This is an optimization exercise on Yosys and OpenROAD, whose aim is small area, a short achievable clock period and few clock cycles per item, not a production implementation. RTL that was checked went through simulation tests only; none was proved equivalent to the original.

job 101:
==> module entropy, before the edit <==
module entropy #(
    parameter int DEPTH = 4                 
) (
    input  logic signed [10:0]  q0,
    input  logic signed [10:0]  q1,
    input  logic                q_valid,
    output logic                q_hold,
    input  logic [4:0]          q_cnt,
    input  logic [1:0]          q_chroma,
    input  logic                q_last_mcu,
    output logic [25:0]         out_chunk,      
    output logic [4:0]          out_len,        
    output logic                out_last,       
    output logic                out_valid,
    input  logic                out_take,       
    input  logic                clk,
    input  logic                resetn
);
localparam int AW = 2;                   
typedef struct packed {
    logic               last;
    logic               dc;
    logic [1:0]         chroma;
    logic [1:0]         zrl;
    logic [3:0]         run;
    logic [10:0]        val;
} entry_t;
logic [5:0]     run_r;            
logic           take;
logic           is_dc, is_end, nz0, nz1;
logic           e0, e1;
logic [5:0]     run1;
entry_t         ent0, ent1;
always_comb begin
    take   = q_valid & ~q_hold;
    is_dc  = q_cnt == 5'd0;
    is_end = &q_cnt;
    nz0    = |q0;
    nz1    = |q1;
    e0     = is_dc | nz0;
    e1     = is_end | nz1;
    run1   = e0 ? 6'd0 : run_r + 6'd1;
    ent0.last   = 1'b0;
    ent0.dc     = is_dc;
    ent0.chroma = q_chroma;
    ent0.zrl    = is_dc ? 2'd0 : run_r[5:4];
    ent0.run    = is_dc ? 4'd0 : run_r[3:0];
    ent0.val    = q0;
    ent1.last   = is_end & q_last_mcu;
    ent1.dc     = 1'b0;
    ent1.chroma = q_chroma;
    ent1.zrl    = nz1 ? run1[5:4] : 2'd0;       
    ent1.run    = nz1 ? run1[3:0] : 4'd0;
    ent1.val    = q1;
end
always_ff @(posedge clk)
    if (take)
        run_r <= nz1 ? 6'd0 : run1 + 6'd1;
logic [DEPTH-1:0][20:0] mem;      
logic [AW-1:0]  wp, rp;
logic [AW:0]    cnt, cnt_next, cnt_push, cnt_pop;
logic           hold_next;
logic           pop;
logic [1:0]     npush;
entry_t         first;
entry_t         head;
always_comb begin
    npush    = take ? {1'b0, e0} + {1'b0, e1} : 2'd0;
    first    = e0 ? ent0 : ent1;
    head     = mem[rp];
    cnt_push = cnt + {{(AW-1){1'b0}}, npush};
    cnt_pop  = cnt_push - (AW+1)'(1);
    cnt_next = pop ? cnt_pop : cnt_push;
    hold_next = pop ? (cnt_pop > (AW+1)'(DEPTH - 2)) : (cnt_push > (AW+1)'(DEPTH - 2));
end
always_ff @(posedge clk) begin
    for (int i = 0; i < DEPTH; i++) begin
        if (take & (e0 | e1) & wp == AW'(i))
            mem[i] <= first;
        else if (take & e0 & e1 & wp + AW'(1) == AW'(i))
            mem[i] <= ent1;
    end
end
always_ff @(posedge clk)
    if (!resetn) begin
        wp     <= '0;
        rp     <= '0;
        cnt    <= '0;
        q_hold <= 1'b0;
    end else begin
        wp     <= wp + AW'(npush);
        rp     <= rp + AW'(pop);
        cnt    <= cnt_next;
        q_hold <= hold_next;
    end
function automatic [3:0] bit_length(input logic [10:0] m);
    bit_length = 0;
    for (int k = 0; k < 11; k++)
        if (m[k])
            bit_length = 4'(k + 1);
endfunction
logic signed [10:0] pred [3];
logic [1:0]         zc;           
logic               s_valid, s_ready;
logic               s_dc, s_chroma, s_last;
logic [3:0]         s_run, s_size;
logic [10:0]        s_amp;
logic               h_valid, h_zrl;
logic signed [11:0] v, vn;
logic signed [10:0] p;
logic [10:0]        mag, smear;
logic [3:0]         size;
logic               c_ready;
always_comb begin
    h_valid = cnt != '0;
    h_zrl   = head.zrl != zc;
    p       = head.dc ? pred[head.chroma] : 11'sd0;
    v       = {head.val[10], head.val} - {p[10], p};
    vn      = {p[10], p} - {head.val[10], head.val};
    mag     = v[11] ? vn[10:0] : v[10:0];
    size    = bit_length(mag);
    smear   = mag;
    for (int k = 9; k >= 0; k--)
        smear[k] = smear[k] | smear[k+1];
    s_ready = ~s_valid | c_ready;
    pop     = h_valid & s_ready & ~h_zrl;
end
always_ff @(posedge clk)
    if (!resetn) begin
        s_valid <= 1'b0;
        zc      <= 2'd0;
        for (int c = 0; c < 3; c++)
            pred[c] <= '0;
    end else if (s_ready) begin
        s_valid <= h_valid;
        if (h_valid) begin
            if (h_zrl)
                zc <= zc + 2'd1;
            else begin
                zc <= 2'd0;
                if (head.last)
                    for (int c = 0; c < 3; c++)
                        pred[c] <= '0;
                else if (head.dc)
                    pred[head.chroma] <= head.val;
            end
        end
    end
always_ff @(posedge clk)
    if (s_ready & h_valid) begin
        s_dc     <= head.dc;
        s_chroma <= |head.chroma;
        s_last   <= head.last & ~h_zrl;
        s_run    <= h_zrl ? 4'hf : head.run;
        s_size   <= h_zrl ? 4'h0 : size;
        s_amp    <= h_zrl ? 11'h0 : (v[11] ? mag ^ smear : mag);
    end
logic [4:0]     code_len;
logic [15:0]    code;
huff_tables ht (
    .dc     (s_dc),
    .chroma (s_chroma),
    .run    (s_run),
    .size   (s_size),
    .len    (code_len),
    .code   (code)
);
always_comb c_ready = ~out_valid | out_take;
always_ff @(posedge clk)
    if (!resetn)
        out_valid <= 1'b0;
    else if (c_ready)
        out_valid <= s_valid;
always_ff @(posedge clk)
    if (c_ready & s_valid) begin
        out_chunk <= (26'(code) << s_size) | 26'(s_amp);
        out_len   <= code_len + 5'(s_size);
        out_last  <= s_last;
    end
endmodule
clock: 9.5 ns
lec_check: 0
cap_margin: 20
core_margin: 2
core_utilization: 40
place_density: 0.6
slew_margin: 20
run.sh (not shown) runs the stock make flow with config.mk's settings and CLKGATE_MAP_FILE= SYNTH_SCRIPT=/design/flow/synth_recipe.tcl, a recipe that flattens the netlist after the stock synthesis.
Changes in job 102 relative to job 101:
--- a/flow/design.v
+++ b/flow/design.v
@@ -520,28 +520,34 @@
 function automatic [3:0] bit_length(input logic [10:0] m);
     bit_length = 0;
     for (int k = 0; k < 11; k++)
         if (m[k])
             bit_length = 4'(k + 1);
 endfunction
-logic signed [10:0] pred [3];
+logic signed [10:0] pred0, pred1, pred2;    
 logic [1:0]         zc;           
 logic               s_valid, s_ready;
-logic               s_dc, s_chroma, s_last;
+logic               s_dc, s_chroma, s_last, s_zrl;
+logic [3:0]         a_run, a_size;
 logic [3:0]         s_run, s_size;
 logic [10:0]        s_amp;
 logic               h_valid, h_zrl;
 logic signed [11:0] v, vn;
 logic signed [10:0] p;
 logic [10:0]        mag, smear;
 logic [3:0]         size;
 logic               c_ready;
 always_comb begin
     h_valid = cnt != '0;
     h_zrl   = head.zrl != zc;
-    p       = head.dc ? pred[head.chroma] : 11'sd0;
+    case (head.dc ? head.chroma : 2'd3)
+        2'd0: p = pred0;
+        2'd1: p = pred1;
+        2'd2: p = pred2;
+        default: p = 11'sd0;
+    endcase
     v       = {head.val[10], head.val} - {p[10], p};
     vn      = {p[10], p} - {head.val[10], head.val};
     mag     = v[11] ? vn[10:0] : v[10:0];
     size    = bit_length(mag);
     smear   = mag;
     for (int k = 9; k >= 0; k--)
@@ -550,58 +556,69 @@
     pop     = h_valid & s_ready & ~h_zrl;
 end
 always_ff @(posedge clk)
     if (!resetn) begin
         s_valid <= 1'b0;
         zc      <= 2'd0;
-        for (int c = 0; c < 3; c++)
-            pred[c] <= '0;
+        pred0   <= '0;
+        pred1   <= '0;
+        pred2   <= '0;
     end else if (s_ready) begin
         s_valid <= h_valid;
         if (h_valid) begin
             if (h_zrl)
                 zc <= zc + 2'd1;
             else begin
                 zc <= 2'd0;
-                if (head.last)
-                    for (int c = 0; c < 3; c++)
-                        pred[c] <= '0;
-                else if (head.dc)
-                    pred[head.chroma] <= head.val;
+                if (head.last) begin
+                    pred0 <= '0;
+                    pred1 <= '0;
+                    pred2 <= '0;
+                end else if (head.dc)
+                    case (head.chroma)
+                        2'd0: pred0 <= head.val;
+                        2'd1: pred1 <= head.val;
+                        default: pred2 <= head.val;
+                    endcase
             end
         end
     end
 always_ff @(posedge clk)
     if (s_ready & h_valid) begin
         s_dc     <= head.dc;
         s_chroma <= |head.chroma;
         s_last   <= head.last & ~h_zrl;
-        s_run    <= h_zrl ? 4'hf : head.run;
-        s_size   <= h_zrl ? 4'h0 : size;
+        s_zrl    <= h_zrl;
+        s_run    <= head.run;
+        s_size   <= size;
         s_amp    <= h_zrl ? 11'h0 : (v[11] ? mag ^ smear : mag);
     end
 logic [4:0]     code_len;
 logic [15:0]    code;
+always_comb begin
+    a_run  = s_zrl ? 4'hf : s_run;
+    a_size = s_zrl ? 4'h0 : s_size;
+end
 huff_tables ht (
     .dc     (s_dc),
     .chroma (s_chroma),
-    .run    (s_run),
-    .size   (s_size),
+    .run    (a_run),
+    .size   (a_size),
     .len    (code_len),
     .code   (code)
 );
 always_comb c_ready = ~out_valid | out_take;
 always_ff @(posedge clk)
     if (!resetn)
         out_valid <= 1'b0;
     else if (c_ready)
         out_valid <= s_valid;
 always_ff @(posedge clk)
     if (c_ready & s_valid) begin
-        out_chunk <= (26'(code) << s_size) | 26'(s_amp);
-        out_len   <= code_len + 5'(s_size);
+        out_chunk <= (26'(code) << a_size) | 26'(s_amp);
+        out_len   <= code_len + 5'(a_size);
         out_last  <= s_last;
     end
 endmodule
 module byte_pack #(
     parameter int W = 33                    
 ) (
Results
The multi-input gate share of total cell area reported for job 102 is greater than that of job 101 by 7.8 points. Job 101 → job 102: number of stages on the worst setup path fell by 3, maximum clock insertion buffer count stayed essentially flat. Job 102: sequential cell area fraction in the yosys report is 8.2 points lower than what job 101 reported. From job 101 to job 102 the numbers moved as follows: die footprint down 14%; final design area excluding fillers now sits lower; portion of the layout cell area used by clock cells lower; detailed-route wire length essentially unchanged. Taking job 101 as the reference, in job 102 multiplexer fraction of the synthesized cell area now sits lower; number of stages on the worst hold path went down; sequential share of layout area -7.0 points. Cmp job 102 and job 101 / minimum period implied by the final worst setup slack / lower: job 102.
No run of this note included a check of the RTL's function; only the layout flow was run.


== P ==
Another version of the RTL of jenc_backend (not shown whole).
Size in the first run: ~270 flip-flops, about 69 I/O pins, ~21000 um2 of cells after synthesis.
Settings: LEC_CHECK=0, ABC_AREA=1, CAP_MARGIN=20, CORE_MARGIN=2, CORE_UTILIZATION=55, CTS_CLUSTER_DIAMETER=100, CTS_CLUSTER_SIZE=20, PLACE_DENSITY=0.7, SETUP_SLACK_MARGIN=4, SLEW_MARGIN=20; clock period 9.5 ns.
Edits applied to the flow inputs when going from P to Q:
--- a/flow/design.v
+++ b/flow/design.v
@@ -472,118 +472,99 @@
     ent0.val    = q0;
     ent1.last   = is_end & q_last_mcu;
     ent1.dc     = 1'b0;
     ent1.chroma = q_chroma;
     ent1.zrl    = nz1 ? run1[5:4] : 2'd0;       
     ent1.run    = nz1 ? run1[3:0] : 4'd0;
     ent1.val    = q1;
 end
 always_ff @(posedge clk)
     if (take)
         run_r <= nz1 ? 6'd0 : run1 + 6'd1;
-localparam int NS = DEPTH - 1;
-logic [NS-1:0][20:0] mem;         
-logic [NS-1:0]  wp, rp;           
-logic [1:0]     sc, sc_next;      
-logic           hv;               
-logic           refill;
-function automatic [20:0] rd_mux(input logic [NS-1:0][20:0] m, input logic [NS-1:0] sel);
+logic [DEPTH-1:0][20:0] mem;      
+logic [DEPTH-1:0] wp, rp;         
+function automatic [20:0] rd_mux(input logic [DEPTH-1:0][20:0] m, input logic [DEPTH-1:0] sel);
     rd_mux = '0;
-    for (int i = 0; i < NS; i++)
+    for (int i = 0; i < DEPTH; i++)
         rd_mux = rd_mux | (m[i] & {21{sel[i]}});
 endfunction
 logic [AW:0]    cnt, cnt_next;
 logic [AW:0]    cnt_c [4];
 logic [3:0]     hold_c;
 logic           push1, push2;
 logic           hold_next;
 logic           pop;
 entry_t         first;
-entry_t         head, head_next;
+entry_t         head;
 always_comb begin
     first    = e0 ? ent0 : ent1;
+    head     = rd_mux(mem, rp);
     push1    = take & (e0 ^ e1);
     push2    = take & e0 & e1;
     for (int j = 0; j < 4; j++) begin
         cnt_c[j]  = cnt + (AW+1)'(j) - (AW+1)'(1);
         hold_c[j] = cnt_c[j] > (AW+1)'(DEPTH - 2);
     end
     case ({push2, push1, pop})
         3'b000: begin cnt_next = cnt_c[1]; hold_next = hold_c[1]; end
         3'b001: begin cnt_next = cnt_c[0]; hold_next = hold_c[0]; end
         3'b010: begin cnt_next = cnt_c[2]; hold_next = hold_c[2]; end
         3'b011: begin cnt_next = cnt_c[1]; hold_next = hold_c[1]; end
         3'b100: begin cnt_next = cnt_c[3]; hold_next = hold_c[3]; end
         default: begin cnt_next = cnt_c[2]; hold_next = hold_c[2]; end
     endcase
-    refill    = (~hv | pop) & ((sc != 2'd0) | push1 | push2);
-    head_next = (sc != 2'd0) ? rd_mux(mem, rp) : first;
-    case ({push2, push1, refill})
-        3'b000: sc_next = sc;
-        3'b001: sc_next = sc - 2'd1;
-        3'b010: sc_next = sc + 2'd1;
-        3'b011: sc_next = sc;
-        3'b100: sc_next = sc + 2'd2;
-        default: sc_next = sc + 2'd1;
-    endcase
 end
 always_ff @(posedge clk) begin
-    for (int i = 0; i < NS; i++) begin
+    for (int i = 0; i < DEPTH; i++) begin
         if (take & wp[i])
             mem[i] <= first;
-        else if (take & wp[(i + NS - 1) % NS])
+        else if (take & wp[(i + DEPTH - 1) % DEPTH])
             mem[i] <= ent1;
     end
-    if (refill)
-        head <= head_next;
 end
 always_ff @(posedge clk)
     if (!resetn) begin
-        wp     <= NS'(1);
-        rp     <= NS'(1);
-        sc     <= 2'd0;
-        hv     <= 1'b0;
+        wp     <= DEPTH'(1);
+        rp     <= DEPTH'(1);
         cnt    <= '0;
         q_hold <= 1'b0;
     end else begin
         if (push2)
-            wp <= {wp[NS-3:0], wp[NS-1:NS-2]};
+            wp <= {wp[DEPTH-3:0], wp[DEPTH-1:DEPTH-2]};
         else if (push1)
-            wp <= {wp[NS-2:0], wp[NS-1]};
-        if (refill)
-            rp <= {rp[NS-2:0], rp[NS-1]};
-        sc     <= sc_next;
-        hv     <= refill | (hv & ~pop);
+            wp <= {wp[DEPTH-2:0], wp[DEPTH-1]};
+        if (pop)
+            rp <= {rp[DEPTH-2:0], rp[DEPTH-1]};
         cnt    <= cnt_next;
         q_hold <= hold_next;
     end
 function automatic [11:0] sub12(input logic [11:0] a, input logic [11:0] b);
     logic [6:0] lo;
     logic [5:0] hi0, hi1;
     lo  = {1'b0, a[5:0]} + {1'b0, ~b[5:0]} + 7'd1;
     hi0 = a[11:6] + ~b[11:6];
     hi1 = a[11:6] + ~b[11:6] + 6'd1;
     sub12 = {lo[6] ? hi1 : hi0, lo[5:0]};
 endfunction
 logic signed [10:0] pred0, pred1, pred2;    
 logic [1:0]         zc;           
 logic               s_valid, s_ready;
 logic               s_dc, s_chroma, s_last, s_zrl, s_neg;
 logic [3:0]         s_run;
 logic [10:0]        s_mag;
 logic               h_valid, h_zrl;
 logic signed [11:0] v, vn;
 logic signed [10:0] p;
 logic               c_ready;
 always_comb begin
-    h_valid = hv;
+    h_valid = cnt != '0;
     h_zrl   = head.zrl != zc;
     case (head.dc ? head.chroma : 2'd3)
         2'd0: p = pred0;
         2'd1: p = pred1;
         2'd2: p = pred2;
         default: p = 11'sd0;
     endcase
     v       = sub12({head.val[10], head.val}, {p[10], p});
     vn      = sub12({p[10], p}, {head.val[10], head.val});
     s_ready = ~s_valid | c_ready;
     pop     = h_valid & s_ready & ~h_zrl;
==> run summary <==
- Comparing Q against P, there is no change at all in number of slew-limit violations in the final report.
- Going from P to Q, period utilization shows a reduction of 2.4 points, maximum single-stage delay on the critical path lower, met3 wire length went down.
- | depth of the worst hold-timing path | Q vs P | 2 higher |
- The die area of Q exceeds that of P by 670 um2.
- Q vs P on worst reg-to-reg setup slack: Q is the higher one.
- Compared Q against P; footprint of the flip-flops and latches within noise.
No functional check of the RTL was part of any run of this note.


## alpha
jenc_backend, a different RTL version from the one above (not shown whole).
Size in the first run: roughly 420 flip-flops, ~69 I/O pins.
## jenc_backend
module jenc_backend (
    input  logic               clk,
    input  logic               resetn,
    input  logic signed [10:0] q0,
    input  logic signed [10:0] q1,
    input  logic               q_valid,
    output logic               q_hold,
    input  logic [4:0]         q_cnt,
    input  logic [1:0]         q_chroma,
    input  logic               q_last_mcu,
    output logic [31:0]        out_data,
    output logic               out_tlast,
    output logic               out_valid,
    input  logic               out_hold
);
clock: 9.5 ns
lec_check: 0
cap_margin: 20
core_margin: 2
core_utilization: 40
place_density: 0.6
slew_margin: 20
diff inputs: alpha => beta
--- a/flow/design.v
+++ b/flow/design.v
@@ -521,14 +521,15 @@
     bit_length = 0;
     for (int k = 0; k < 11; k++)
         if (m[k])
             bit_length = 4'(k + 1);
 endfunction
-logic signed [10:0] pred [3];
+logic signed [10:0] pred0, pred1, pred2;    
 logic [1:0]         zc;           
 logic               s_valid, s_ready;
-logic               s_dc, s_chroma, s_last;
+logic               s_dc, s_chroma, s_last, s_zrl;
+logic [3:0]         a_run, a_size;
 logic [3:0]         s_run, s_size;
 logic [10:0]        s_amp;
 logic               h_valid, h_zrl;
 logic signed [11:0] v, vn;
 logic signed [10:0] p;
@@ -536,11 +537,16 @@
 logic [3:0]         size;
 logic               c_ready;
 always_comb begin
     h_valid = cnt != '0;
     h_zrl   = head.zrl != zc;
-    p       = head.dc ? pred[head.chroma] : 11'sd0;
+    case (head.dc ? head.chroma : 2'd3)
+        2'd0: p = pred0;
+        2'd1: p = pred1;
+        2'd2: p = pred2;
+        default: p = 11'sd0;
+    endcase
     v       = {head.val[10], head.val} - {p[10], p};
     vn      = {p[10], p} - {head.val[10], head.val};
     mag     = v[11] ? vn[10:0] : v[10:0];
     size    = bit_length(mag);
     smear   = mag;
@@ -551,43 +557,54 @@
 end
 always_ff @(posedge clk)
     if (!resetn) begin
         s_valid <= 1'b0;
         zc      <= 2'd0;
-        for (int c = 0; c < 3; c++)
-            pred[c] <= '0;
+        pred0   <= '0;
+        pred1   <= '0;
+        pred2   <= '0;
     end else if (s_ready) begin
         s_valid <= h_valid;
         if (h_valid) begin
             if (h_zrl)
                 zc <= zc + 2'd1;
             else begin
                 zc <= 2'd0;
-                if (head.last)
-                    for (int c = 0; c < 3; c++)
-                        pred[c] <= '0;
-                else if (head.dc)
-                    pred[head.chroma] <= head.val;
+                if (head.last) begin
+                    pred0 <= '0;
+                    pred1 <= '0;
+                    pred2 <= '0;
+                end else if (head.dc)
+                    case (head.chroma)
+                        2'd0: pred0 <= head.val;
+                        2'd1: pred1 <= head.val;
+                        default: pred2 <= head.val;
+                    endcase
             end
         end
     end
 always_ff @(posedge clk)
     if (s_ready & h_valid) begin
         s_dc     <= head.dc;
         s_chroma <= |head.chroma;
         s_last   <= head.last & ~h_zrl;
-        s_run    <= h_zrl ? 4'hf : head.run;
-        s_size   <= h_zrl ? 4'h0 : size;
+        s_zrl    <= h_zrl;
+        s_run    <= head.run;
+        s_size   <= size;
         s_amp    <= h_zrl ? 11'h0 : (v[11] ? mag ^ smear : mag);
     end
 logic [4:0]     code_len;
 logic [15:0]    code;
+always_comb begin
+    a_run  = s_zrl ? 4'hf : s_run;
+    a_size = s_zrl ? 4'h0 : s_size;
+end
 huff_tables ht (
     .dc     (s_dc),
     .chroma (s_chroma),
-    .run    (s_run),
-    .size   (s_size),
+    .run    (a_run),
+    .size   (a_size),
     .len    (code_len),
     .code   (code)
 );
 always_comb c_ready = ~out_valid | out_take;
 always_ff @(posedge clk)
@@ -595,12 +612,12 @@
         out_valid <= 1'b0;
     else if (c_ready)
         out_valid <= s_valid;
 always_ff @(posedge clk)
     if (c_ready & s_valid) begin
-        out_chunk <= (26'(code) << s_size) | 26'(s_amp);
-        out_len   <= code_len + 5'(s_size);
+        out_chunk <= (26'(code) << a_size) | 26'(s_amp);
+        out_len   <= code_len + 5'(a_size);
         out_last  <= s_last;
     end
 endmodule
 module byte_pack #(
     parameter int W = 33                    
==> run summary <==
beta: PASS, flow complete, no timing, DRC or antenna violations
Having completed the whole flow, alpha delivered a layout that passed the timing, DRC and antenna checks.
Of alpha and beta, alpha shows the higher insertion delay to the later sink of the worst-skew pair, with beta below it.
Changes observed in beta relative to alpha: critical path depth fell 5; time the worst path needs with I/O delays and setup shrank by 950 ps; initial standard-cell utilization of the core moved up.
Per the comparison of beta with alpha, number of instances in the synthesized netlist lost 6.2%, first-pass GRT wire length shows a reduction of 0.34%.
Between alpha and beta, tap cell count is higher for alpha, beta comes in under that.
From alpha to beta the numbers moved as follows: die area -0.0087 mm2, vertical die dimension now smaller.
Per the comparison of beta with alpha, number of placed instances with taps included fell about 9%, core utilization shows a reduction of 0.35 points.
Worst setup slack | beta above alpha
Testbench counts of beta, summed over its fixed seeds: cycles 25,848, blocks 768.
Function not checked in alpha: the RTL went through the layout flow alone.

## re-timing with driven ports
The results above use ideal ports. As a check the final layouts listed here were re-extracted and re-timed, cells and wires unchanged.
Step 1 (the two cells are an assumption about what drives the block):
set clk [get_ports {clk}]
set_driving_cell -lib_cell sky130_fd_sc_hd__clkbuf_16 $clk
set_driving_cell -lib_cell sky130_fd_sc_hd__buf_2 [delete_from_list [all_inputs] $clk]
Step 2, shift: input delay + t, output delay - t, t = (earliest + latest rising clock arrival at the registers) / 2. This alone moves slack from input paths to output paths.
Three values: ideal ports, drivers, drivers and shift; two values: the first two.
| run | t (ns) | slack for setup (ns) | worst setup path after step 2 | clock arrival spread, ns | cell pins on the clock port's net |
|---|---|---|---|---|---|
| job 101 | 0.669 | 2.103 / 2.103 / 2.103 | register to register | 0.027 / 0.027 | 1 |
| job 102 | 0.606 | 3.485 / 3.485 / 3.421 | input to register | 0.030 / 0.030 | 1 |
| P | 0.581 | 4.289 / 4.289 / 4.102 | input to register | 0.032 / 0.031 | 1 |
| Q | 0.571 | 4.514 / 4.514 / 4.442 | input to register | 0.033 / 0.034 | 1 |
| alpha | 0.649 | 2.306 / 2.306 / 2.306 | register to register | 0.051 / 0.051 | 1 |
| beta | 0.629 | 3.260 / 3.260 / 3.260 | register to register | 0.012 / 0.013 | 1 |
After both steps setup and hold are still met in every run listed. For P, which loses most, drivers alone change the setup slack by 0.000 ns; drivers and shift together by -0.187 ns.
